What follows belongs to an exercise in optimizing a design on an open flow for small area; a production flow would make more cautious choices.
In this exercise RTL edits were held to simulation tests only and were not proved equivalent to the original.
Power and IR drop assume default switching activity.

<file path="flow/flow/run.sh">
#!/bin/bash
set -euo pipefail
cd "$(dirname "$0")/.."
bash standard.sh BUFFER_PORTS_ARGS="-buffer_cell sky130_fd_sc_hd__buf_1" finish > make_finish.log 2>&1
</file>
<file path="flow/standard.sh">
#!/bin/bash
# synth_recipe.tcl (not shown) runs the flow's synth.tcl, then flattens the netlist and writes it again
# the make line also repeats each setting of config.mk as NAME=value (left out here)
make -C /OpenROAD-flow-scripts/flow DESIGN_CONFIG=/design/flow/config.mk WORK_HOME=/design/flow/orfs CLKGATE_MAP_FILE= SYNTH_SCRIPT=/design/flow/synth_recipe.tcl "${@:-finish}"
</file>
<file path="flow/config.mk">
export PLATFORM = sky130hd
export DESIGN_NAME = luFactorizer
export DESIGN_NICKNAME = luFactorizer
export VERILOG_FILES = /design/flow/design.v
export SDC_FILE = /design/flow/constraint.sdc
export NUM_CORES = 4
export LEC_CHECK = 0
export CAP_MARGIN = 20
export CORE_MARGIN = 2
export CORE_UTILIZATION = 40
export SLEW_MARGIN = 20
</file>
<file path="flow/constraint.sdc">
create_clock -name core_clock -period 8.0 [get_ports {clk}]
set_input_delay 1.6000 -clock core_clock [delete_from_list [all_inputs] [get_ports {clk}]]
set_output_delay 1.6000 -clock core_clock [all_outputs]
set_load 0.01 [all_outputs]
</file>
<file path="flow/design.v">
`timescale 1ns / 1ps
module globalCounter(count,clk,rst);
input clk;
input rst;
output [4:0]count;
parameter limit = 21;
reg [4:0]countReg;
always@(posedge clk)
begin
	if(rst)
		countReg <= 0;
	else if(countReg == limit)
		countReg <= 0;
	else
		countReg <= countReg + 1;
end
assign count = countReg;
endmodule
module luFactorizer(clk,rst,a11,a12,a13,a14,a21,a22,a23,a24,a25,a31,a32,a33,a34,a35,a36,a41,a42,a43,a44,a45,a46,a47,a52,a53,a54,a55,a56,a57,a58,a63,a64,a65,a66,a67,a68,a74,a75,a76,a77,a78,a85,a86,a87,a88,lL1,lL2,lL3,uL1,uL2,uL3,uL4);
input clk;
input rst;
input [7:0] a11,a12,a13,a14,a21,a22,a23,a24,a25,a31,a32,a33,a34,a35,a36,a41,a42,a43,a44,a45,a46,a47,a52,a53,a54,a55,a56,a57,a58,a63,a64,a65,a66,a67,a68,a74,a75,a76,a77,a78,a85,a86,a87,a88;
output [7:0] lL1,lL2,lL3,uL1,uL2,uL3,uL4;
reg [10:0] jq;
reg first;
wire [4:0] count;
always @(posedge clk) jq <= rst ? 11'd0 : {jq[9:0], ~jq[10]};
always @(posedge clk) first <= rst;
wire [5:0] st = {first,count};
wire s0 = (jq[6] & jq[6]) | (~jq[6] & jq[10]);
wire s1 = (jq[6] & ~jq[7]);
wire s2 = (jq[7] & ~jq[8]);
wire s3 = (jq[8] & ~jq[9]);
wire s4 = (jq[9] & ~jq[10]);
wire s5 = (jq[10] & jq[0]);
wire s6 = (~jq[0] & jq[1]);
wire s7 = (~jq[1] & jq[2]);
wire s8 = (~jq[2] & jq[3]);
wire s9 = (~jq[3] & jq[4]);
wire s10 = (~jq[4] & jq[5]);
wire s11 = (~jq[5] & jq[6]);
wire s12 = (~jq[6] & jq[7]);
wire s13 = (~jq[7] & jq[8]);
wire s14 = (~jq[8] & jq[9]);
wire s15 = (~jq[9] & jq[10]);
wire s16 = (jq[1] & ~jq[2]);
wire s17 = (jq[2] & ~jq[3]);
wire s18 = (jq[3] & ~jq[4]);
wire s19 = (jq[4] & ~jq[5]);
wire s20 = (jq[5] & ~jq[6]);
wire s21 = (jq[0] & ~jq[1]) | (jq[4] & jq[4]) | (~jq[4] & jq[10]);
wire s22 = (jq[0] & ~jq[1]) | (jq[2] & ~jq[3]) | (jq[4] & ~jq[6]) | (jq[7] & ~jq[9]) | (jq[10] & jq[1]) | (~jq[2] & jq[4]) | (~jq[5] & jq[7]) | (~jq[8] & jq[10]);
wire s23 = (jq[5] & jq[5]) | (~jq[5] & jq[10]) | ((~jq[10] & ~jq[0]) & ~first);
wire s24 = (jq[2] & ~jq[4]) | (jq[5] & ~jq[7]) | (jq[8] & ~jq[10]) | (~jq[0] & jq[2]) | (~jq[3] & jq[5]) | (~jq[6] & jq[8]) | (~jq[9] & jq[10]) | ((~jq[10] & ~jq[0]) & ~first);
wire s25 = (jq[3] & ~jq[5]) | (jq[6] & ~jq[8]) | (jq[9] & jq[0]) | (~jq[1] & jq[3]) | (~jq[4] & jq[6]) | (~jq[7] & jq[9]) | ((~jq[10] & ~jq[0]) & ~first);
wire s26 = (jq[3] & jq[3]) | (~jq[3] & jq[9]) | ((~jq[10] & ~jq[0]) & ~first);
wire s27 = (jq[1] & jq[1]) | (~jq[1] & jq[10]);
wire s28 = (jq[0] & jq[0]) | (~jq[0] & jq[10]);
wire s29 = (jq[1] & jq[1]) | (~jq[1] & ~jq[0]);
wire s30 = (~jq[10] & ~jq[0]);
wire s31 = (jq[0] & ~jq[1]) | (jq[6] & ~jq[8]) | (jq[9] & jq[0]) | (~jq[1] & jq[3]) | (~jq[4] & jq[6]) | (~jq[7] & jq[9]);
wire s32 = (jq[4] & ~jq[5]) | (jq[7] & ~jq[8]) | (jq[10] & jq[0]) | (~jq[2] & jq[3]) | (~jq[5] & jq[6]) | (~jq[8] & jq[9]);
wire s33 = (jq[5] & ~jq[7]) | (jq[8] & ~jq[10]) | (~jq[0] & jq[2]) | (~jq[3] & jq[5]) | (~jq[6] & jq[8]) | (~jq[9] & jq[10]);
wire s34 = (jq[3] & ~jq[4]) | (jq[6] & ~jq[7]) | (jq[9] & ~jq[10]) | (~jq[1] & jq[2]) | (~jq[4] & jq[5]) | (~jq[7] & jq[8]) | ((~jq[10] & ~jq[0]) & ~first);
wire s35 = (jq[4] & ~jq[6]) | (jq[7] & ~jq[9]) | (jq[10] & jq[1]) | (~jq[2] & jq[4]) | (~jq[5] & jq[7]) | (~jq[8] & jq[9]);
wire s36 = (jq[1] & ~jq[3]) | (jq[5] & ~jq[6]) | (jq[8] & ~jq[9]) | (~jq[0] & jq[1]) | (~jq[3] & jq[4]) | (~jq[6] & jq[7]) | (~jq[9] & jq[10]);
wire s37 = (jq[3] & ~jq[5]) | (jq[6] & ~jq[8]) | (jq[9] & jq[0]) | (~jq[1] & jq[3]) | (~jq[4] & jq[6]) | (~jq[7] & jq[8]);
wire s38 = (~jq[10] & ~jq[0]) | (jq[3] & jq[3]) | (~jq[3] & jq[9]);
wire s39 = (jq[5] & jq[5]) | (~jq[5] & jq[9]);
wire s40 = (jq[4] & jq[4]) | (~jq[4] & jq[10]);
wire s41 = (jq[6] & ~jq[7]) | (jq[9] & ~jq[10]) | (~jq[1] & jq[2]) | (~jq[4] & jq[5]) | (~jq[7] & jq[8]);
wire s42 = (jq[5] & ~jq[6]) | (jq[8] & ~jq[9]) | (~jq[0] & jq[1]) | (~jq[3] & jq[4]) | (~jq[6] & jq[7]) | (~jq[9] & jq[10]);
wire s43 = (jq[0] & ~jq[1]) | (jq[4] & ~jq[5]) | (jq[7] & ~jq[8]) | (jq[10] & jq[0]) | (~jq[2] & jq[3]) | (~jq[5] & jq[6]) | (~jq[8] & jq[9]);
wire s44 = (jq[2] & ~jq[4]) | (jq[6] & ~jq[7]) | (jq[9] & ~jq[10]) | (~jq[1] & jq[2]) | (~jq[4] & jq[5]) | (~jq[7] & jq[8]) | ((~jq[10] & ~jq[0]) & ~first);
reg [7:0] ACC1;
reg [7:0] ACC2;
reg [7:0] ACC3;
reg [7:0] H7;
reg [7:0] HZ6;
reg [7:0] HZ8;
reg [7:0] HZ9;
reg [7:0] YA;
reg [7:0] YB;
reg [7:0] YC;
wire [7:0] U1_x = ({8{s0}} & H7);
wire [7:0] U1_y = ({8{s0}} & YB);
wire [7:0] U1_zi = ({8{s1}} & a24) | ({8{s2}} & a34) | ({8{s3}} & a44) | ({8{s4}} & a35) | ({8{s5}} & a45) | ({8{s6}} & a55) | ({8{s7}} & a46) | ({8{s8}} & a56) | ({8{s9}} & a66) | ({8{s10}} & a57) | ({8{s11}} & a67) | ({8{s12}} & a77) | ({8{s13}} & a68) | ({8{s14}} & a78) | ({8{s15}} & a88) | ({8{s16}} & a12) | ({8{s17}} & a22) | ({8{s18}} & a13) | ({8{s19}} & a23) | ({8{s20}} & a33);
wire U1_n = 1'b0;
wire [7:0] U1_r;
wire U1_w1 = 1'b1 ^ U1_zi[0] ^ ~(U1_x[0] & U1_y[0]); wire U1_w2 = (1'b1 & U1_zi[0]) | (1'b1 & ~(U1_x[0] & U1_y[0])) | (U1_zi[0] & ~(U1_x[0] & U1_y[0]));
assign U1_r[0] = U1_w1;
wire U1_w3 = 1'b1 ^ U1_zi[1] ^ ~(U1_x[0] & U1_y[1]); wire U1_w4 = (1'b1 & U1_zi[1]) | (1'b1 & ~(U1_x[0] & U1_y[1])) | (U1_zi[1] & ~(U1_x[0] & U1_y[1]));
wire U1_w5 = ~(U1_x[1] & U1_y[0]) ^ U1_w2 ^ U1_w3; wire U1_w6 = (~(U1_x[1] & U1_y[0]) & U1_w2) | (~(U1_x[1] & U1_y[0]) & U1_w3) | (U1_w2 & U1_w3);
assign U1_r[1] = U1_w5;
wire U1_w7 = 1'b1 ^ U1_zi[2] ^ ~(U1_x[0] & U1_y[2]); wire U1_w8 = (1'b1 & U1_zi[2]) | (1'b1 & ~(U1_x[0] & U1_y[2])) | (U1_zi[2] & ~(U1_x[0] & U1_y[2]));
wire U1_w9 = ~(U1_x[1] & U1_y[1]) ^ ~(U1_x[2] & U1_y[0]) ^ U1_w4; wire U1_w10 = (~(U1_x[1] & U1_y[1]) & ~(U1_x[2] & U1_y[0])) | (~(U1_x[1] & U1_y[1]) & U1_w4) | (~(U1_x[2] & U1_y[0]) & U1_w4);
wire U1_w11 = U1_w7 ^ U1_w6 ^ U1_w9; wire U1_w12 = (U1_w7 & U1_w6) | (U1_w7 & U1_w9) | (U1_w6 & U1_w9);
assign U1_r[2] = U1_w11;
wire U1_w13 = 1'b1 ^ U1_zi[3] ^ ~(U1_x[0] & U1_y[3]); wire U1_w14 = (1'b1 & U1_zi[3]) | (1'b1 & ~(U1_x[0] & U1_y[3])) | (U1_zi[3] & ~(U1_x[0] & U1_y[3]));
wire U1_w15 = ~(U1_x[1] & U1_y[2]) ^ ~(U1_x[2] & U1_y[1]) ^ ~(U1_x[3] & U1_y[0]); wire U1_w16 = (~(U1_x[1] & U1_y[2]) & ~(U1_x[2] & U1_y[1])) | (~(U1_x[1] & U1_y[2]) & ~(U1_x[3] & U1_y[0])) | (~(U1_x[2] & U1_y[1]) & ~(U1_x[3] & U1_y[0]));
wire U1_w17 = U1_w8 ^ U1_w13 ^ U1_w15; wire U1_w18 = (U1_w8 & U1_w13) | (U1_w8 & U1_w15) | (U1_w13 & U1_w15);
wire U1_w19 = U1_w10 ^ U1_w17 ^ U1_w12; wire U1_w20 = (U1_w10 & U1_w17) | (U1_w10 & U1_w12) | (U1_w17 & U1_w12);
assign U1_r[3] = U1_w19;
wire U1_w21 = 1'b1 ^ U1_zi[4] ^ ~(U1_x[0] & U1_y[4]); wire U1_w22 = (1'b1 & U1_zi[4]) | (1'b1 & ~(U1_x[0] & U1_y[4])) | (U1_zi[4] & ~(U1_x[0] & U1_y[4]));
wire U1_w23 = ~(U1_x[1] & U1_y[3]) ^ ~(U1_x[2] & U1_y[2]) ^ ~(U1_x[3] & U1_y[1]); wire U1_w24 = (~(U1_x[1] & U1_y[3]) & ~(U1_x[2] & U1_y[2])) | (~(U1_x[1] & U1_y[3]) & ~(U1_x[3] & U1_y[1])) | (~(U1_x[2] & U1_y[2]) & ~(U1_x[3] & U1_y[1]));
wire U1_w25 = ~(U1_x[4] & U1_y[0]) ^ U1_w14 ^ U1_w16; wire U1_w26 = (~(U1_x[4] & U1_y[0]) & U1_w14) | (~(U1_x[4] & U1_y[0]) & U1_w16) | (U1_w14 & U1_w16);
wire U1_w27 = U1_w21 ^ U1_w23 ^ U1_w18; wire U1_w28 = (U1_w21 & U1_w23) | (U1_w21 & U1_w18) | (U1_w23 & U1_w18);
wire U1_w29 = U1_w25 ^ U1_w27 ^ U1_w20; wire U1_w30 = (U1_w25 & U1_w27) | (U1_w25 & U1_w20) | (U1_w27 & U1_w20);
assign U1_r[4] = U1_w29;
wire U1_w31 = 1'b1 ^ U1_zi[5] ^ ~(U1_x[0] & U1_y[5]); wire U1_w32 = (1'b1 & U1_zi[5]) | (1'b1 & ~(U1_x[0] & U1_y[5])) | (U1_zi[5] & ~(U1_x[0] & U1_y[5]));
wire U1_w33 = ~(U1_x[1] & U1_y[4]) ^ ~(U1_x[2] & U1_y[3]) ^ ~(U1_x[3] & U1_y[2]); wire U1_w34 = (~(U1_x[1] & U1_y[4]) & ~(U1_x[2] & U1_y[3])) | (~(U1_x[1] & U1_y[4]) & ~(U1_x[3] & U1_y[2])) | (~(U1_x[2] & U1_y[3]) & ~(U1_x[3] & U1_y[2]));
wire U1_w35 = ~(U1_x[4] & U1_y[1]) ^ ~(U1_x[5] & U1_y[0]) ^ U1_w22; wire U1_w36 = (~(U1_x[4] & U1_y[1]) & ~(U1_x[5] & U1_y[0])) | (~(U1_x[4] & U1_y[1]) & U1_w22) | (~(U1_x[5] & U1_y[0]) & U1_w22);
wire U1_w37 = U1_w24 ^ U1_w31 ^ U1_w33; wire U1_w38 = (U1_w24 & U1_w31) | (U1_w24 & U1_w33) | (U1_w31 & U1_w33);
wire U1_w39 = U1_w26 ^ U1_w35 ^ U1_w37; wire U1_w40 = (U1_w26 & U1_w35) | (U1_w26 & U1_w37) | (U1_w35 & U1_w37);
wire U1_w41 = U1_w28 ^ U1_w39 ^ U1_w30; wire U1_w42 = (U1_w28 & U1_w39) | (U1_w28 & U1_w30) | (U1_w39 & U1_w30);
assign U1_r[5] = U1_w41;
wire U1_w43 = 1'b1 ^ U1_zi[6] ^ ~(U1_x[0] & U1_y[6]); wire U1_w44 = (1'b1 & U1_zi[6]) | (1'b1 & ~(U1_x[0] & U1_y[6])) | (U1_zi[6] & ~(U1_x[0] & U1_y[6]));
wire U1_w45 = ~(U1_x[1] & U1_y[5]) ^ ~(U1_x[2] & U1_y[4]) ^ ~(U1_x[3] & U1_y[3]); wire U1_w46 = (~(U1_x[1] & U1_y[5]) & ~(U1_x[2] & U1_y[4])) | (~(U1_x[1] & U1_y[5]) & ~(U1_x[3] & U1_y[3])) | (~(U1_x[2] & U1_y[4]) & ~(U1_x[3] & U1_y[3]));
wire U1_w47 = ~(U1_x[4] & U1_y[2]) ^ ~(U1_x[5] & U1_y[1]) ^ ~(U1_x[6] & U1_y[0]); wire U1_w48 = (~(U1_x[4] & U1_y[2]) & ~(U1_x[5] & U1_y[1])) | (~(U1_x[4] & U1_y[2]) & ~(U1_x[6] & U1_y[0])) | (~(U1_x[5] & U1_y[1]) & ~(U1_x[6] & U1_y[0]));
wire U1_w49 = U1_w32 ^ U1_w34 ^ U1_w43; wire U1_w50 = (U1_w32 & U1_w34) | (U1_w32 & U1_w43) | (U1_w34 & U1_w43);
wire U1_w51 = U1_w45 ^ U1_w47 ^ U1_w36; wire U1_w52 = (U1_w45 & U1_w47) | (U1_w45 & U1_w36) | (U1_w47 & U1_w36);
wire U1_w53 = U1_w38 ^ U1_w49 ^ U1_w51; wire U1_w54 = (U1_w38 & U1_w49) | (U1_w38 & U1_w51) | (U1_w49 & U1_w51);
wire U1_w55 = U1_w40 ^ U1_w53 ^ U1_w42; wire U1_w56 = (U1_w40 & U1_w53) | (U1_w40 & U1_w42) | (U1_w53 & U1_w42);
assign U1_r[6] = U1_w55;
wire U1_w57 = 1'b1 ^ U1_zi[7] ^ ~(U1_x[0] & U1_y[7]);
wire U1_w58 = ~(U1_x[1] & U1_y[6]) ^ ~(U1_x[2] & U1_y[5]) ^ ~(U1_x[3] & U1_y[4]);
wire U1_w59 = ~(U1_x[4] & U1_y[3]) ^ ~(U1_x[5] & U1_y[2]) ^ ~(U1_x[6] & U1_y[1]);
wire U1_w60 = ~(U1_x[7] & U1_y[0]) ^ U1_w44 ^ U1_w46;
wire U1_w61 = U1_w48 ^ U1_w57 ^ U1_w58;
wire U1_w62 = U1_w59 ^ U1_w50 ^ U1_w60;
wire U1_w63 = U1_w61 ^ U1_w52 ^ U1_w62;
wire U1_w64 = U1_w54 ^ U1_w63 ^ U1_w56;
assign U1_r[7] = U1_w64;
wire [7:0] U1_o = U1_r;
wire [7:0] U2_x = ({8{s21}} & HZ8);
wire [7:0] U2_y = ({8{s21}} & YA);
wire [7:0] U2_zi = ({8{s22}} & ACC3) | ({8{s1}} & a42) | ({8{s4}} & a53) | ({8{s7}} & a64) | ({8{s10}} & a75) | ({8{s13}} & a86) | ({8{s16}} & H7) | ({8{s18}} & a31);
wire U2_n = 1'b0;
wire [7:0] U2_r;
wire U2_w1 = 1'b1 ^ U2_zi[0] ^ ~(U2_x[0] & U2_y[0]); wire U2_w2 = (1'b1 & U2_zi[0]) | (1'b1 & ~(U2_x[0] & U2_y[0])) | (U2_zi[0] & ~(U2_x[0] & U2_y[0]));
assign U2_r[0] = U2_w1;
wire U2_w3 = 1'b1 ^ U2_zi[1] ^ ~(U2_x[0] & U2_y[1]); wire U2_w4 = (1'b1 & U2_zi[1]) | (1'b1 & ~(U2_x[0] & U2_y[1])) | (U2_zi[1] & ~(U2_x[0] & U2_y[1]));
wire U2_w5 = ~(U2_x[1] & U2_y[0]) ^ U2_w2 ^ U2_w3; wire U2_w6 = (~(U2_x[1] & U2_y[0]) & U2_w2) | (~(U2_x[1] & U2_y[0]) & U2_w3) | (U2_w2 & U2_w3);
assign U2_r[1] = U2_w5;
wire U2_w7 = 1'b1 ^ U2_zi[2] ^ ~(U2_x[0] & U2_y[2]); wire U2_w8 = (1'b1 & U2_zi[2]) | (1'b1 & ~(U2_x[0] & U2_y[2])) | (U2_zi[2] & ~(U2_x[0] & U2_y[2]));
wire U2_w9 = ~(U2_x[1] & U2_y[1]) ^ ~(U2_x[2] & U2_y[0]) ^ U2_w4; wire U2_w10 = (~(U2_x[1] & U2_y[1]) & ~(U2_x[2] & U2_y[0])) | (~(U2_x[1] & U2_y[1]) & U2_w4) | (~(U2_x[2] & U2_y[0]) & U2_w4);
wire U2_w11 = U2_w7 ^ U2_w6 ^ U2_w9; wire U2_w12 = (U2_w7 & U2_w6) | (U2_w7 & U2_w9) | (U2_w6 & U2_w9);
assign U2_r[2] = U2_w11;
wire U2_w13 = 1'b1 ^ U2_zi[3] ^ ~(U2_x[0] & U2_y[3]); wire U2_w14 = (1'b1 & U2_zi[3]) | (1'b1 & ~(U2_x[0] & U2_y[3])) | (U2_zi[3] & ~(U2_x[0] & U2_y[3]));
wire U2_w15 = ~(U2_x[1] & U2_y[2]) ^ ~(U2_x[2] & U2_y[1]) ^ ~(U2_x[3] & U2_y[0]); wire U2_w16 = (~(U2_x[1] & U2_y[2]) & ~(U2_x[2] & U2_y[1])) | (~(U2_x[1] & U2_y[2]) & ~(U2_x[3] & U2_y[0])) | (~(U2_x[2] & U2_y[1]) & ~(U2_x[3] & U2_y[0]));
wire U2_w17 = U2_w8 ^ U2_w13 ^ U2_w15; wire U2_w18 = (U2_w8 & U2_w13) | (U2_w8 & U2_w15) | (U2_w13 & U2_w15);
wire U2_w19 = U2_w10 ^ U2_w17 ^ U2_w12; wire U2_w20 = (U2_w10 & U2_w17) | (U2_w10 & U2_w12) | (U2_w17 & U2_w12);
assign U2_r[3] = U2_w19;
wire U2_w21 = 1'b1 ^ U2_zi[4] ^ ~(U2_x[0] & U2_y[4]); wire U2_w22 = (1'b1 & U2_zi[4]) | (1'b1 & ~(U2_x[0] & U2_y[4])) | (U2_zi[4] & ~(U2_x[0] & U2_y[4]));
wire U2_w23 = ~(U2_x[1] & U2_y[3]) ^ ~(U2_x[2] & U2_y[2]) ^ ~(U2_x[3] & U2_y[1]); wire U2_w24 = (~(U2_x[1] & U2_y[3]) & ~(U2_x[2] & U2_y[2])) | (~(U2_x[1] & U2_y[3]) & ~(U2_x[3] & U2_y[1])) | (~(U2_x[2] & U2_y[2]) & ~(U2_x[3] & U2_y[1]));
wire U2_w25 = ~(U2_x[4] & U2_y[0]) ^ U2_w14 ^ U2_w16; wire U2_w26 = (~(U2_x[4] & U2_y[0]) & U2_w14) | (~(U2_x[4] & U2_y[0]) & U2_w16) | (U2_w14 & U2_w16);
wire U2_w27 = U2_w21 ^ U2_w23 ^ U2_w18; wire U2_w28 = (U2_w21 & U2_w23) | (U2_w21 & U2_w18) | (U2_w23 & U2_w18);
wire U2_w29 = U2_w25 ^ U2_w27 ^ U2_w20; wire U2_w30 = (U2_w25 & U2_w27) | (U2_w25 & U2_w20) | (U2_w27 & U2_w20);
assign U2_r[4] = U2_w29;
wire U2_w31 = 1'b1 ^ U2_zi[5] ^ ~(U2_x[0] & U2_y[5]); wire U2_w32 = (1'b1 & U2_zi[5]) | (1'b1 & ~(U2_x[0] & U2_y[5])) | (U2_zi[5] & ~(U2_x[0] & U2_y[5]));
wire U2_w33 = ~(U2_x[1] & U2_y[4]) ^ ~(U2_x[2] & U2_y[3]) ^ ~(U2_x[3] & U2_y[2]); wire U2_w34 = (~(U2_x[1] & U2_y[4]) & ~(U2_x[2] & U2_y[3])) | (~(U2_x[1] & U2_y[4]) & ~(U2_x[3] & U2_y[2])) | (~(U2_x[2] & U2_y[3]) & ~(U2_x[3] & U2_y[2]));
wire U2_w35 = ~(U2_x[4] & U2_y[1]) ^ ~(U2_x[5] & U2_y[0]) ^ U2_w22; wire U2_w36 = (~(U2_x[4] & U2_y[1]) & ~(U2_x[5] & U2_y[0])) | (~(U2_x[4] & U2_y[1]) & U2_w22) | (~(U2_x[5] & U2_y[0]) & U2_w22);
wire U2_w37 = U2_w24 ^ U2_w31 ^ U2_w33; wire U2_w38 = (U2_w24 & U2_w31) | (U2_w24 & U2_w33) | (U2_w31 & U2_w33);
wire U2_w39 = U2_w26 ^ U2_w35 ^ U2_w37; wire U2_w40 = (U2_w26 & U2_w35) | (U2_w26 & U2_w37) | (U2_w35 & U2_w37);
wire U2_w41 = U2_w28 ^ U2_w39 ^ U2_w30; wire U2_w42 = (U2_w28 & U2_w39) | (U2_w28 & U2_w30) | (U2_w39 & U2_w30);
assign U2_r[5] = U2_w41;
wire U2_w43 = 1'b1 ^ U2_zi[6] ^ ~(U2_x[0] & U2_y[6]); wire U2_w44 = (1'b1 & U2_zi[6]) | (1'b1 & ~(U2_x[0] & U2_y[6])) | (U2_zi[6] & ~(U2_x[0] & U2_y[6]));
wire U2_w45 = ~(U2_x[1] & U2_y[5]) ^ ~(U2_x[2] & U2_y[4]) ^ ~(U2_x[3] & U2_y[3]); wire U2_w46 = (~(U2_x[1] & U2_y[5]) & ~(U2_x[2] & U2_y[4])) | (~(U2_x[1] & U2_y[5]) & ~(U2_x[3] & U2_y[3])) | (~(U2_x[2] & U2_y[4]) & ~(U2_x[3] & U2_y[3]));
wire U2_w47 = ~(U2_x[4] & U2_y[2]) ^ ~(U2_x[5] & U2_y[1]) ^ ~(U2_x[6] & U2_y[0]); wire U2_w48 = (~(U2_x[4] & U2_y[2]) & ~(U2_x[5] & U2_y[1])) | (~(U2_x[4] & U2_y[2]) & ~(U2_x[6] & U2_y[0])) | (~(U2_x[5] & U2_y[1]) & ~(U2_x[6] & U2_y[0]));
wire U2_w49 = U2_w32 ^ U2_w34 ^ U2_w43; wire U2_w50 = (U2_w32 & U2_w34) | (U2_w32 & U2_w43) | (U2_w34 & U2_w43);
wire U2_w51 = U2_w45 ^ U2_w47 ^ U2_w36; wire U2_w52 = (U2_w45 & U2_w47) | (U2_w45 & U2_w36) | (U2_w47 & U2_w36);
wire U2_w53 = U2_w38 ^ U2_w49 ^ U2_w51; wire U2_w54 = (U2_w38 & U2_w49) | (U2_w38 & U2_w51) | (U2_w49 & U2_w51);
wire U2_w55 = U2_w40 ^ U2_w53 ^ U2_w42; wire U2_w56 = (U2_w40 & U2_w53) | (U2_w40 & U2_w42) | (U2_w53 & U2_w42);
assign U2_r[6] = U2_w55;
wire U2_w57 = 1'b1 ^ U2_zi[7] ^ ~(U2_x[0] & U2_y[7]);
wire U2_w58 = ~(U2_x[1] & U2_y[6]) ^ ~(U2_x[2] & U2_y[5]) ^ ~(U2_x[3] & U2_y[4]);
wire U2_w59 = ~(U2_x[4] & U2_y[3]) ^ ~(U2_x[5] & U2_y[2]) ^ ~(U2_x[6] & U2_y[1]);
wire U2_w60 = ~(U2_x[7] & U2_y[0]) ^ U2_w44 ^ U2_w46;
wire U2_w61 = U2_w48 ^ U2_w57 ^ U2_w58;
wire U2_w62 = U2_w59 ^ U2_w50 ^ U2_w60;
wire U2_w63 = U2_w61 ^ U2_w52 ^ U2_w62;
wire U2_w64 = U2_w54 ^ U2_w63 ^ U2_w56;
assign U2_r[7] = U2_w64;
wire [7:0] U2_o = U2_r;
wire [7:0] U3_x = ({8{s23}} & HZ6);
wire [7:0] U3_y = ({8{s23}} & YC);
wire [7:0] U3_zi = ({8{s24}} & ACC1) | ({8{s2}} & a43) | ({8{s5}} & a54) | ({8{s8}} & a65) | ({8{s11}} & a76) | ({8{s14}} & a87) | ({8{s16}} & a21) | ({8{s19}} & a32);
wire U3_n = 1'b0;
wire [7:0] U3_r;
wire U3_w1 = 1'b1 ^ U3_zi[0] ^ ~(U3_x[0] & U3_y[0]); wire U3_w2 = (1'b1 & U3_zi[0]) | (1'b1 & ~(U3_x[0] & U3_y[0])) | (U3_zi[0] & ~(U3_x[0] & U3_y[0]));
assign U3_r[0] = U3_w1;
wire U3_w3 = 1'b1 ^ U3_zi[1] ^ ~(U3_x[0] & U3_y[1]); wire U3_w4 = (1'b1 & U3_zi[1]) | (1'b1 & ~(U3_x[0] & U3_y[1])) | (U3_zi[1] & ~(U3_x[0] & U3_y[1]));
wire U3_w5 = ~(U3_x[1] & U3_y[0]) ^ U3_w2 ^ U3_w3; wire U3_w6 = (~(U3_x[1] & U3_y[0]) & U3_w2) | (~(U3_x[1] & U3_y[0]) & U3_w3) | (U3_w2 & U3_w3);
assign U3_r[1] = U3_w5;
wire U3_w7 = 1'b1 ^ U3_zi[2] ^ ~(U3_x[0] & U3_y[2]); wire U3_w8 = (1'b1 & U3_zi[2]) | (1'b1 & ~(U3_x[0] & U3_y[2])) | (U3_zi[2] & ~(U3_x[0] & U3_y[2]));
wire U3_w9 = ~(U3_x[1] & U3_y[1]) ^ ~(U3_x[2] & U3_y[0]) ^ U3_w4; wire U3_w10 = (~(U3_x[1] & U3_y[1]) & ~(U3_x[2] & U3_y[0])) | (~(U3_x[1] & U3_y[1]) & U3_w4) | (~(U3_x[2] & U3_y[0]) & U3_w4);
wire U3_w11 = U3_w7 ^ U3_w6 ^ U3_w9; wire U3_w12 = (U3_w7 & U3_w6) | (U3_w7 & U3_w9) | (U3_w6 & U3_w9);
assign U3_r[2] = U3_w11;
wire U3_w13 = 1'b1 ^ U3_zi[3] ^ ~(U3_x[0] & U3_y[3]); wire U3_w14 = (1'b1 & U3_zi[3]) | (1'b1 & ~(U3_x[0] & U3_y[3])) | (U3_zi[3] & ~(U3_x[0] & U3_y[3]));
wire U3_w15 = ~(U3_x[1] & U3_y[2]) ^ ~(U3_x[2] & U3_y[1]) ^ ~(U3_x[3] & U3_y[0]); wire U3_w16 = (~(U3_x[1] & U3_y[2]) & ~(U3_x[2] & U3_y[1])) | (~(U3_x[1] & U3_y[2]) & ~(U3_x[3] & U3_y[0])) | (~(U3_x[2] & U3_y[1]) & ~(U3_x[3] & U3_y[0]));
wire U3_w17 = U3_w8 ^ U3_w13 ^ U3_w15; wire U3_w18 = (U3_w8 & U3_w13) | (U3_w8 & U3_w15) | (U3_w13 & U3_w15);
wire U3_w19 = U3_w10 ^ U3_w17 ^ U3_w12; wire U3_w20 = (U3_w10 & U3_w17) | (U3_w10 & U3_w12) | (U3_w17 & U3_w12);
assign U3_r[3] = U3_w19;
wire U3_w21 = 1'b1 ^ U3_zi[4] ^ ~(U3_x[0] & U3_y[4]); wire U3_w22 = (1'b1 & U3_zi[4]) | (1'b1 & ~(U3_x[0] & U3_y[4])) | (U3_zi[4] & ~(U3_x[0] & U3_y[4]));
wire U3_w23 = ~(U3_x[1] & U3_y[3]) ^ ~(U3_x[2] & U3_y[2]) ^ ~(U3_x[3] & U3_y[1]); wire U3_w24 = (~(U3_x[1] & U3_y[3]) & ~(U3_x[2] & U3_y[2])) | (~(U3_x[1] & U3_y[3]) & ~(U3_x[3] & U3_y[1])) | (~(U3_x[2] & U3_y[2]) & ~(U3_x[3] & U3_y[1]));
wire U3_w25 = ~(U3_x[4] & U3_y[0]) ^ U3_w14 ^ U3_w16; wire U3_w26 = (~(U3_x[4] & U3_y[0]) & U3_w14) | (~(U3_x[4] & U3_y[0]) & U3_w16) | (U3_w14 & U3_w16);
wire U3_w27 = U3_w21 ^ U3_w23 ^ U3_w18; wire U3_w28 = (U3_w21 & U3_w23) | (U3_w21 & U3_w18) | (U3_w23 & U3_w18);
wire U3_w29 = U3_w25 ^ U3_w27 ^ U3_w20; wire U3_w30 = (U3_w25 & U3_w27) | (U3_w25 & U3_w20) | (U3_w27 & U3_w20);
assign U3_r[4] = U3_w29;
wire U3_w31 = 1'b1 ^ U3_zi[5] ^ ~(U3_x[0] & U3_y[5]); wire U3_w32 = (1'b1 & U3_zi[5]) | (1'b1 & ~(U3_x[0] & U3_y[5])) | (U3_zi[5] & ~(U3_x[0] & U3_y[5]));
wire U3_w33 = ~(U3_x[1] & U3_y[4]) ^ ~(U3_x[2] & U3_y[3]) ^ ~(U3_x[3] & U3_y[2]); wire U3_w34 = (~(U3_x[1] & U3_y[4]) & ~(U3_x[2] & U3_y[3])) | (~(U3_x[1] & U3_y[4]) & ~(U3_x[3] & U3_y[2])) | (~(U3_x[2] & U3_y[3]) & ~(U3_x[3] & U3_y[2]));
wire U3_w35 = ~(U3_x[4] & U3_y[1]) ^ ~(U3_x[5] & U3_y[0]) ^ U3_w22; wire U3_w36 = (~(U3_x[4] & U3_y[1]) & ~(U3_x[5] & U3_y[0])) | (~(U3_x[4] & U3_y[1]) & U3_w22) | (~(U3_x[5] & U3_y[0]) & U3_w22);
wire U3_w37 = U3_w24 ^ U3_w31 ^ U3_w33; wire U3_w38 = (U3_w24 & U3_w31) | (U3_w24 & U3_w33) | (U3_w31 & U3_w33);
wire U3_w39 = U3_w26 ^ U3_w35 ^ U3_w37; wire U3_w40 = (U3_w26 & U3_w35) | (U3_w26 & U3_w37) | (U3_w35 & U3_w37);
wire U3_w41 = U3_w28 ^ U3_w39 ^ U3_w30; wire U3_w42 = (U3_w28 & U3_w39) | (U3_w28 & U3_w30) | (U3_w39 & U3_w30);
assign U3_r[5] = U3_w41;
wire U3_w43 = 1'b1 ^ U3_zi[6] ^ ~(U3_x[0] & U3_y[6]); wire U3_w44 = (1'b1 & U3_zi[6]) | (1'b1 & ~(U3_x[0] & U3_y[6])) | (U3_zi[6] & ~(U3_x[0] & U3_y[6]));
wire U3_w45 = ~(U3_x[1] & U3_y[5]) ^ ~(U3_x[2] & U3_y[4]) ^ ~(U3_x[3] & U3_y[3]); wire U3_w46 = (~(U3_x[1] & U3_y[5]) & ~(U3_x[2] & U3_y[4])) | (~(U3_x[1] & U3_y[5]) & ~(U3_x[3] & U3_y[3])) | (~(U3_x[2] & U3_y[4]) & ~(U3_x[3] & U3_y[3]));
wire U3_w47 = ~(U3_x[4] & U3_y[2]) ^ ~(U3_x[5] & U3_y[1]) ^ ~(U3_x[6] & U3_y[0]); wire U3_w48 = (~(U3_x[4] & U3_y[2]) & ~(U3_x[5] & U3_y[1])) | (~(U3_x[4] & U3_y[2]) & ~(U3_x[6] & U3_y[0])) | (~(U3_x[5] & U3_y[1]) & ~(U3_x[6] & U3_y[0]));
wire U3_w49 = U3_w32 ^ U3_w34 ^ U3_w43; wire U3_w50 = (U3_w32 & U3_w34) | (U3_w32 & U3_w43) | (U3_w34 & U3_w43);
wire U3_w51 = U3_w45 ^ U3_w47 ^ U3_w36; wire U3_w52 = (U3_w45 & U3_w47) | (U3_w45 & U3_w36) | (U3_w47 & U3_w36);
wire U3_w53 = U3_w38 ^ U3_w49 ^ U3_w51; wire U3_w54 = (U3_w38 & U3_w49) | (U3_w38 & U3_w51) | (U3_w49 & U3_w51);
wire U3_w55 = U3_w40 ^ U3_w53 ^ U3_w42; wire U3_w56 = (U3_w40 & U3_w53) | (U3_w40 & U3_w42) | (U3_w53 & U3_w42);
assign U3_r[6] = U3_w55;
wire U3_w57 = 1'b1 ^ U3_zi[7] ^ ~(U3_x[0] & U3_y[7]);
wire U3_w58 = ~(U3_x[1] & U3_y[6]) ^ ~(U3_x[2] & U3_y[5]) ^ ~(U3_x[3] & U3_y[4]);
wire U3_w59 = ~(U3_x[4] & U3_y[3]) ^ ~(U3_x[5] & U3_y[2]) ^ ~(U3_x[6] & U3_y[1]);
wire U3_w60 = ~(U3_x[7] & U3_y[0]) ^ U3_w44 ^ U3_w46;
wire U3_w61 = U3_w48 ^ U3_w57 ^ U3_w58;
wire U3_w62 = U3_w59 ^ U3_w50 ^ U3_w60;
wire U3_w63 = U3_w61 ^ U3_w52 ^ U3_w62;
wire U3_w64 = U3_w54 ^ U3_w63 ^ U3_w56;
assign U3_r[7] = U3_w64;
wire [7:0] U3_o = U3_r;
wire [7:0] U4_x = ({8{s25}} & ACC2) | ({8{s20}} & a41) | ({8{s3}} & a52) | ({8{s6}} & a63) | ({8{s9}} & a74) | ({8{s12}} & a85);
wire [7:0] U4_y = ({8{s26}} & HZ9);
wire U4_n = 1'b0;
wire [7:0] U4_r;
assign U4_r[0] = ~(U4_x[0] & U4_y[0]);
wire U4_w1 = 1'b1 ^ ~(U4_x[0] & U4_y[1]) ^ ~(U4_x[1] & U4_y[0]); wire U4_w2 = (1'b1 & ~(U4_x[0] & U4_y[1])) | (1'b1 & ~(U4_x[1] & U4_y[0])) | (~(U4_x[0] & U4_y[1]) & ~(U4_x[1] & U4_y[0]));
assign U4_r[1] = U4_w1;
wire U4_w3 = 1'b1 ^ ~(U4_x[0] & U4_y[2]) ^ ~(U4_x[1] & U4_y[1]); wire U4_w4 = (1'b1 & ~(U4_x[0] & U4_y[2])) | (1'b1 & ~(U4_x[1] & U4_y[1])) | (~(U4_x[0] & U4_y[2]) & ~(U4_x[1] & U4_y[1]));
wire U4_w5 = ~(U4_x[2] & U4_y[0]) ^ U4_w2 ^ U4_w3; wire U4_w6 = (~(U4_x[2] & U4_y[0]) & U4_w2) | (~(U4_x[2] & U4_y[0]) & U4_w3) | (U4_w2 & U4_w3);
assign U4_r[2] = U4_w5;
wire U4_w7 = 1'b1 ^ ~(U4_x[0] & U4_y[3]) ^ ~(U4_x[1] & U4_y[2]); wire U4_w8 = (1'b1 & ~(U4_x[0] & U4_y[3])) | (1'b1 & ~(U4_x[1] & U4_y[2])) | (~(U4_x[0] & U4_y[3]) & ~(U4_x[1] & U4_y[2]));
wire U4_w9 = ~(U4_x[2] & U4_y[1]) ^ ~(U4_x[3] & U4_y[0]) ^ U4_w4; wire U4_w10 = (~(U4_x[2] & U4_y[1]) & ~(U4_x[3] & U4_y[0])) | (~(U4_x[2] & U4_y[1]) & U4_w4) | (~(U4_x[3] & U4_y[0]) & U4_w4);
wire U4_w11 = U4_w7 ^ U4_w6 ^ U4_w9; wire U4_w12 = (U4_w7 & U4_w6) | (U4_w7 & U4_w9) | (U4_w6 & U4_w9);
assign U4_r[3] = U4_w11;
wire U4_w13 = 1'b1 ^ ~(U4_x[0] & U4_y[4]) ^ ~(U4_x[1] & U4_y[3]); wire U4_w14 = (1'b1 & ~(U4_x[0] & U4_y[4])) | (1'b1 & ~(U4_x[1] & U4_y[3])) | (~(U4_x[0] & U4_y[4]) & ~(U4_x[1] & U4_y[3]));
wire U4_w15 = ~(U4_x[2] & U4_y[2]) ^ ~(U4_x[3] & U4_y[1]) ^ ~(U4_x[4] & U4_y[0]); wire U4_w16 = (~(U4_x[2] & U4_y[2]) & ~(U4_x[3] & U4_y[1])) | (~(U4_x[2] & U4_y[2]) & ~(U4_x[4] & U4_y[0])) | (~(U4_x[3] & U4_y[1]) & ~(U4_x[4] & U4_y[0]));
wire U4_w17 = U4_w8 ^ U4_w13 ^ U4_w15; wire U4_w18 = (U4_w8 & U4_w13) | (U4_w8 & U4_w15) | (U4_w13 & U4_w15);
wire U4_w19 = U4_w10 ^ U4_w17 ^ U4_w12; wire U4_w20 = (U4_w10 & U4_w17) | (U4_w10 & U4_w12) | (U4_w17 & U4_w12);
assign U4_r[4] = U4_w19;
wire U4_w21 = 1'b1 ^ ~(U4_x[0] & U4_y[5]) ^ ~(U4_x[1] & U4_y[4]); wire U4_w22 = (1'b1 & ~(U4_x[0] & U4_y[5])) | (1'b1 & ~(U4_x[1] & U4_y[4])) | (~(U4_x[0] & U4_y[5]) & ~(U4_x[1] & U4_y[4]));
wire U4_w23 = ~(U4_x[2] & U4_y[3]) ^ ~(U4_x[3] & U4_y[2]) ^ ~(U4_x[4] & U4_y[1]); wire U4_w24 = (~(U4_x[2] & U4_y[3]) & ~(U4_x[3] & U4_y[2])) | (~(U4_x[2] & U4_y[3]) & ~(U4_x[4] & U4_y[1])) | (~(U4_x[3] & U4_y[2]) & ~(U4_x[4] & U4_y[1]));
wire U4_w25 = ~(U4_x[5] & U4_y[0]) ^ U4_w14 ^ U4_w16; wire U4_w26 = (~(U4_x[5] & U4_y[0]) & U4_w14) | (~(U4_x[5] & U4_y[0]) & U4_w16) | (U4_w14 & U4_w16);
wire U4_w27 = U4_w21 ^ U4_w23 ^ U4_w18; wire U4_w28 = (U4_w21 & U4_w23) | (U4_w21 & U4_w18) | (U4_w23 & U4_w18);
wire U4_w29 = U4_w25 ^ U4_w27 ^ U4_w20; wire U4_w30 = (U4_w25 & U4_w27) | (U4_w25 & U4_w20) | (U4_w27 & U4_w20);
assign U4_r[5] = U4_w29;
wire U4_w31 = 1'b1 ^ ~(U4_x[0] & U4_y[6]) ^ ~(U4_x[1] & U4_y[5]); wire U4_w32 = (1'b1 & ~(U4_x[0] & U4_y[6])) | (1'b1 & ~(U4_x[1] & U4_y[5])) | (~(U4_x[0] & U4_y[6]) & ~(U4_x[1] & U4_y[5]));
wire U4_w33 = ~(U4_x[2] & U4_y[4]) ^ ~(U4_x[3] & U4_y[3]) ^ ~(U4_x[4] & U4_y[2]); wire U4_w34 = (~(U4_x[2] & U4_y[4]) & ~(U4_x[3] & U4_y[3])) | (~(U4_x[2] & U4_y[4]) & ~(U4_x[4] & U4_y[2])) | (~(U4_x[3] & U4_y[3]) & ~(U4_x[4] & U4_y[2]));
wire U4_w35 = ~(U4_x[5] & U4_y[1]) ^ ~(U4_x[6] & U4_y[0]) ^ U4_w22; wire U4_w36 = (~(U4_x[5] & U4_y[1]) & ~(U4_x[6] & U4_y[0])) | (~(U4_x[5] & U4_y[1]) & U4_w22) | (~(U4_x[6] & U4_y[0]) & U4_w22);
wire U4_w37 = U4_w24 ^ U4_w31 ^ U4_w33; wire U4_w38 = (U4_w24 & U4_w31) | (U4_w24 & U4_w33) | (U4_w31 & U4_w33);
wire U4_w39 = U4_w26 ^ U4_w35 ^ U4_w37; wire U4_w40 = (U4_w26 & U4_w35) | (U4_w26 & U4_w37) | (U4_w35 & U4_w37);
wire U4_w41 = U4_w28 ^ U4_w39 ^ U4_w30; wire U4_w42 = (U4_w28 & U4_w39) | (U4_w28 & U4_w30) | (U4_w39 & U4_w30);
assign U4_r[6] = U4_w41;
wire U4_w43 = 1'b1 ^ ~(U4_x[0] & U4_y[7]) ^ ~(U4_x[1] & U4_y[6]);
wire U4_w44 = ~(U4_x[2] & U4_y[5]) ^ ~(U4_x[3] & U4_y[4]) ^ ~(U4_x[4] & U4_y[3]);
wire U4_w45 = ~(U4_x[5] & U4_y[2]) ^ ~(U4_x[6] & U4_y[1]) ^ ~(U4_x[7] & U4_y[0]);
wire U4_w46 = U4_w32 ^ U4_w34 ^ U4_w43;
wire U4_w47 = U4_w44 ^ U4_w45 ^ U4_w36;
wire U4_w48 = U4_w38 ^ U4_w46 ^ U4_w47;
wire U4_w49 = U4_w40 ^ U4_w48 ^ U4_w42;
assign U4_r[7] = U4_w49;
wire [7:0] U4_o = ~U4_r;
wire [7:0] ACC1_d = ({8{s27}} & U1_o);
always @(posedge clk) ACC1 <= U1_o;
wire [7:0] ACC2_d = ({8{s28}} & U2_o);
always @(posedge clk) ACC2 <= U2_o;
wire [7:0] ACC3_d = ({8{s29}} & U3_o);
always @(posedge clk) ACC3 <= U3_o;
wire [7:0] H7_d = ({8{s30}} & a11) | ({8{s20}} & a14) | ({8{s3}} & a25) | ({8{s6}} & a36) | ({8{s9}} & a47) | ({8{s12}} & a58);
wire H7_en = ~s31;
always @(posedge clk) if (H7_en) H7 <= H7_d;
wire [7:0] HZ6_d = ({8{s32}} & ACC1);
wire HZ6_en = ~s33;
always @(posedge clk) if (HZ6_en) HZ6 <= HZ6_d;
wire [7:0] HZ8_d = ({8{s34}} & ACC3);
wire HZ8_en = ~s35;
always @(posedge clk) if (HZ8_en) HZ8 <= HZ8_d;
wire [7:0] HZ9_d = ({8{s36}} & ACC2);
wire HZ9_en = ~s37;
always @(posedge clk) if (HZ9_en) HZ9 <= HZ9_d;
wire [7:0] YA_d = ({8{s38}} & U4_o);
always @(posedge clk) YA <= U4_o;
wire [7:0] YB_d = ({8{s39}} & YC);
always @(posedge clk) YB <= YC;
wire [7:0] YC_d = ({8{s40}} & YA);
always @(posedge clk) YC <= YA;
wire [7:0] lL1_w = ({8{s41}} & YA);
assign lL1 = lL1_w;
wire [7:0] lL2_w = ({8{s42}} & YA);
assign lL2 = lL2_w;
wire [7:0] lL3_w = ({8{s43}} & YA);
assign lL3 = lL3_w;
wire [7:0] uL1_w = ({8{s44}} & HZ9);
assign uL1 = uL1_w;
wire [7:0] uL2_w = ({8{s43}} & HZ8);
assign uL2 = uL2_w;
wire [7:0] uL3_w = ({8{s42}} & HZ6);
assign uL3 = uL3_w;
wire [7:0] uL4_w = ({8{s41}} & H7);
assign uL4 = uL4_w;
endmodule
</file>
==> flow_summary.toml <==
[synthesis]
ys_async_sr_fraction_pct = 0
yosysTopAreaCellShare_pct = 17.8
synthCells = 966
syn-cell-area_um2 = 8790
synthFlopType = "dfxtp_1"
synth_edf_count = 32
synth_seq_cells = 92
syn_nets = 1425
synth_cell_types = 48
avgSynthCellArea_um2 = 9.10
ys_top_cells_by_area = "fa_1, dfxtp_1, edfxtp_1"
synth_top_cell_by_area = "fa_1"
ys_warn_count = 1
ys_seq_area_share_pct = 24.6

[clock_network]
cts-htree-levels = 3
ctsHoldBuffers = 0
clock-sinks = 92
cts_buffers = 9
cts_tree = "built"
clkTransAtPathRegs_ns = 0.07
clock_latency_ns = 0.36
cts.repair.resized = 0
cts_root_buf = "clkbuf_16"
post_cts_buffers = 0
clockBufferDepth = 2

[sta]
tightest_slew_ns = 0.936
finalSetupViolCount = 0
fin_ws_ns = 2.14
max-slew-margin-rel_pct = 37.4
finClkSkew_ns = 0.00673
max_clock_freq_mhz = 171
finalMaxSlewViolations = 0
finalSetupTns_ns = 0
fin_crit_sh_pct = 73.3
finalHoldViolations = 0
rsz0062_at_grt = "false"
period_minus_slack_ns = 5.86

[critical_path]
criticalPathCategory = "flip-flop to flip-flop"
worst_ep_required_time_ns = 8.29
crit_path_end_kind = "flip-flop"
slowest_delay_ns = 0.75
slowest_stage = "nor2_1"
arrival_ns = 6.15
startpoint_type = "flip-flop"
path_max_fanout = 11
critical_path_buf_inv_count = 3
critical_path.top_delay_family = "adder cells"
cp_common_cell = "fa_1"
crit_chain = "inv_1, nor2_1, a2111oi_2, buf_4, nand2_1, a21oi_1, ha_1, fa_1, inv_1, fa_1, fa_1, fa_1, fa_1, fa_1, xnor2_1, xnor2_1, xnor2_1, xnor2_1, xnor2_1"

[pwr]
vdd_drop_max_mv = 0.0936
cellLeakagePower_nw = 4.61
powerDensity_nw_per_um2 = 122
total_power_mw = 1.34

[floorplan]
dieWidth_um = 152
num_rows = 54
start_util_pct = 40.5
dieArea_um2 = 23200
die_h_um = 152
io_pins = 410
core_um2 = 21700

[placement]
place_area_um2 = 10600
preCtsSetupSlack_ns = 1.83
gp_congestion = 0.986
hpwl_um = 37200
io_buffers = 409

[global_route]
grt_max_degree = 31
grt_pass1_vias = 9695
antenna_found_initial = 12
gr-usage-all-layers_pct = 38.3
globalRoute.totalOverflow = 0
grt_first_pass_wirelength_um = 65100

[route]
ant_nets = 0
wire_per_inst_um = 27.6
drt_first_pass_iters = 6
wl_um = 45300
drt-initial-drc-count = 1003
drc = 0
via_count = 9757
via_per_inst = 5.95

[status]
status = "timing/DRC/antenna clean"

[worst_hold_path]
hold_class = "flip-flop to flip-flop"

[finish]
final_area_um2 = 10900
regArea_um2 = 2160
finalNetCount = 1804
fillers = 2204
area_growth_pct = 24.6
postLayoutCoreUtil_pct = 50.5
drive_above_1_share_pct = 4.37
multi_input_area_um2 = 6120

[flow_run]
drv_cap = 0
layout make-up:
| class | count | share of cell area (%) |
|---|---|---|
| multi-input cells | 736 | 55.9 |
| flip-flops and latches | 92 | 19.7 |
| repair buffers | 429 | 15.4 |
| well taps | 280 | 3.20 |
| inverters | 77 | 2.64 |
| clock buffers | 10 | 2.29 |
| clock inverters | 6 | 0.617 |
| diodes | 9 | 0.206 |
synthesized netlist by cell type (2+ instances only):
master / instances
a21boi_0: 3
o21ai_0: 3
a22o_1: 20
nand2b_1: 2
xnor3_1: 3
edfxtp_1: 32
and2_1: 79
ha_1: 27
nand3_1: 37
clkbuf_1: 46
inv_1: 77
a222oi_1: 20
buf_1: 3
o21ai_1: 3
nor2_1: 39
and2b_1: 3
nand2_1: 61
dfxtp_1: 60
nor3_1: 3
a221oi_1: 18
o211ai_1: 6
xnor2_1: 39
and3_1: 82
a21o_1: 4
a21oi_1: 19
or3_1: 2
nand4_1: 12
buf_2: 10
nor2b_1: 36
nand2_2: 2
xor2_1: 13
fa_1: 78
a22oi_1: 109
per-layer routing:
metal	vias up	GRT usage [%]	share of wire, %	wire [µm]
met5	-	0	0.029	13
li1	4210	-	-	-
met3	112	8.73	11	4910
met1	4746	49.5	38	17300
met2	687	61.3	46	20800
met4	2	17.2	4.9	2220
worst paths after layout:
check | from | endpoint | slack [ns] | depth (start not counted)
hold / removal | YC[7] | YB[7] | 0.40 | 0
setup reg to reg | jq[10] | ACC3[7] | 2.14 | 19
setup / recovery | jq[10] | ACC3[7] | 2.14 | 19
hold reg to reg | YC[7] | YB[7] | 0.40 | 0
cell families after synthesis:
logic type | share of synthesized area [%]
XOR/XNOR | 5.95
flip-flops | 24.6
buffers and inverters | 6.16
AND/OR/NAND/NOR | 23.0
adder cells (fa/ha/maj) | 21.6
AO/OA/AOI/OAI | 18.7
placed cells by master (no fill, tap or decap), drive strengths merged, types with 27 or more instances in the layout:
cell	count
dfxtp	60
edfxtp	32
nand3	38
fa	78
and3	82
nor2	39
inv	79
a22oi	109
nand2	64
buf	429
and2	79
ha	27
nor2b	37
xnor2	39
worst reg2reg max path: cells and delay by family, from the launching register on:
kind | cells | cell delay [ns]
xor+xnor | 5 | 0.83
fa+ha+maj | 7 | 2.72
simple gates | 2 | 1.02
buf+inv | 3 | 0.42
flops | 1 | 0.58
compound gates | 2 | 0.22
metrics by stage:
| step | cells | hold slack, ns |
|---|---|---|
| floorplan | 966 | 0.331 |
| global placement | 1614 | 0.395 |
| detailed placement | 1614 | 0.380 |
| CTS | 1630 | 0.403 |
| global route | 1636 | 0.412 |
| finish | 1639 | 0.405 |
where the power goes:
group          internal, mW  switching, mW
logic                 0.116          0.173
registers             0.532         0.0592
clock network         0.263          0.196
total                 0.911          0.427
flip-flops by register name, summed over array words and instances, names as in the netlist:
name / count
ACC3: 8
H7: 8
first: 1
ACC2: 8
jq: 11
YB: 8
YC: 8
ACC1: 8
HZ9: 8
HZ8: 8
HZ6: 8
YA: 8

[port drivers added, routing unchanged]
No port has a modelled driver above. Below, the same layout with a new extraction and two added sets of constraints. Step 1 assumes that a clkbuf_16 drives the clock port and a buf_2 every other input. Step 2, shift: input delay + t, output delay - t, t = (earliest + latest rising clock arrival at the registers) / 2. This alone moves slack from input paths to output paths. Three values: ideal ports, drivers, drivers and shift; two values: the first two.
t (ns): 0.400
setup WS [ns]: 2.138 / 2.138 / 1.802
hold WS [ns]: 0.405 / 0.405 / 0.405
clock arrival spread, ns: 0.007 / 0.007
worst register clock-pin slew, ns: 0.07 / 0.07
After both steps setup and hold are still met in this run. For this run, drivers alone change the setup slack by 0.000 ns; drivers and shift together by -0.336 ns.
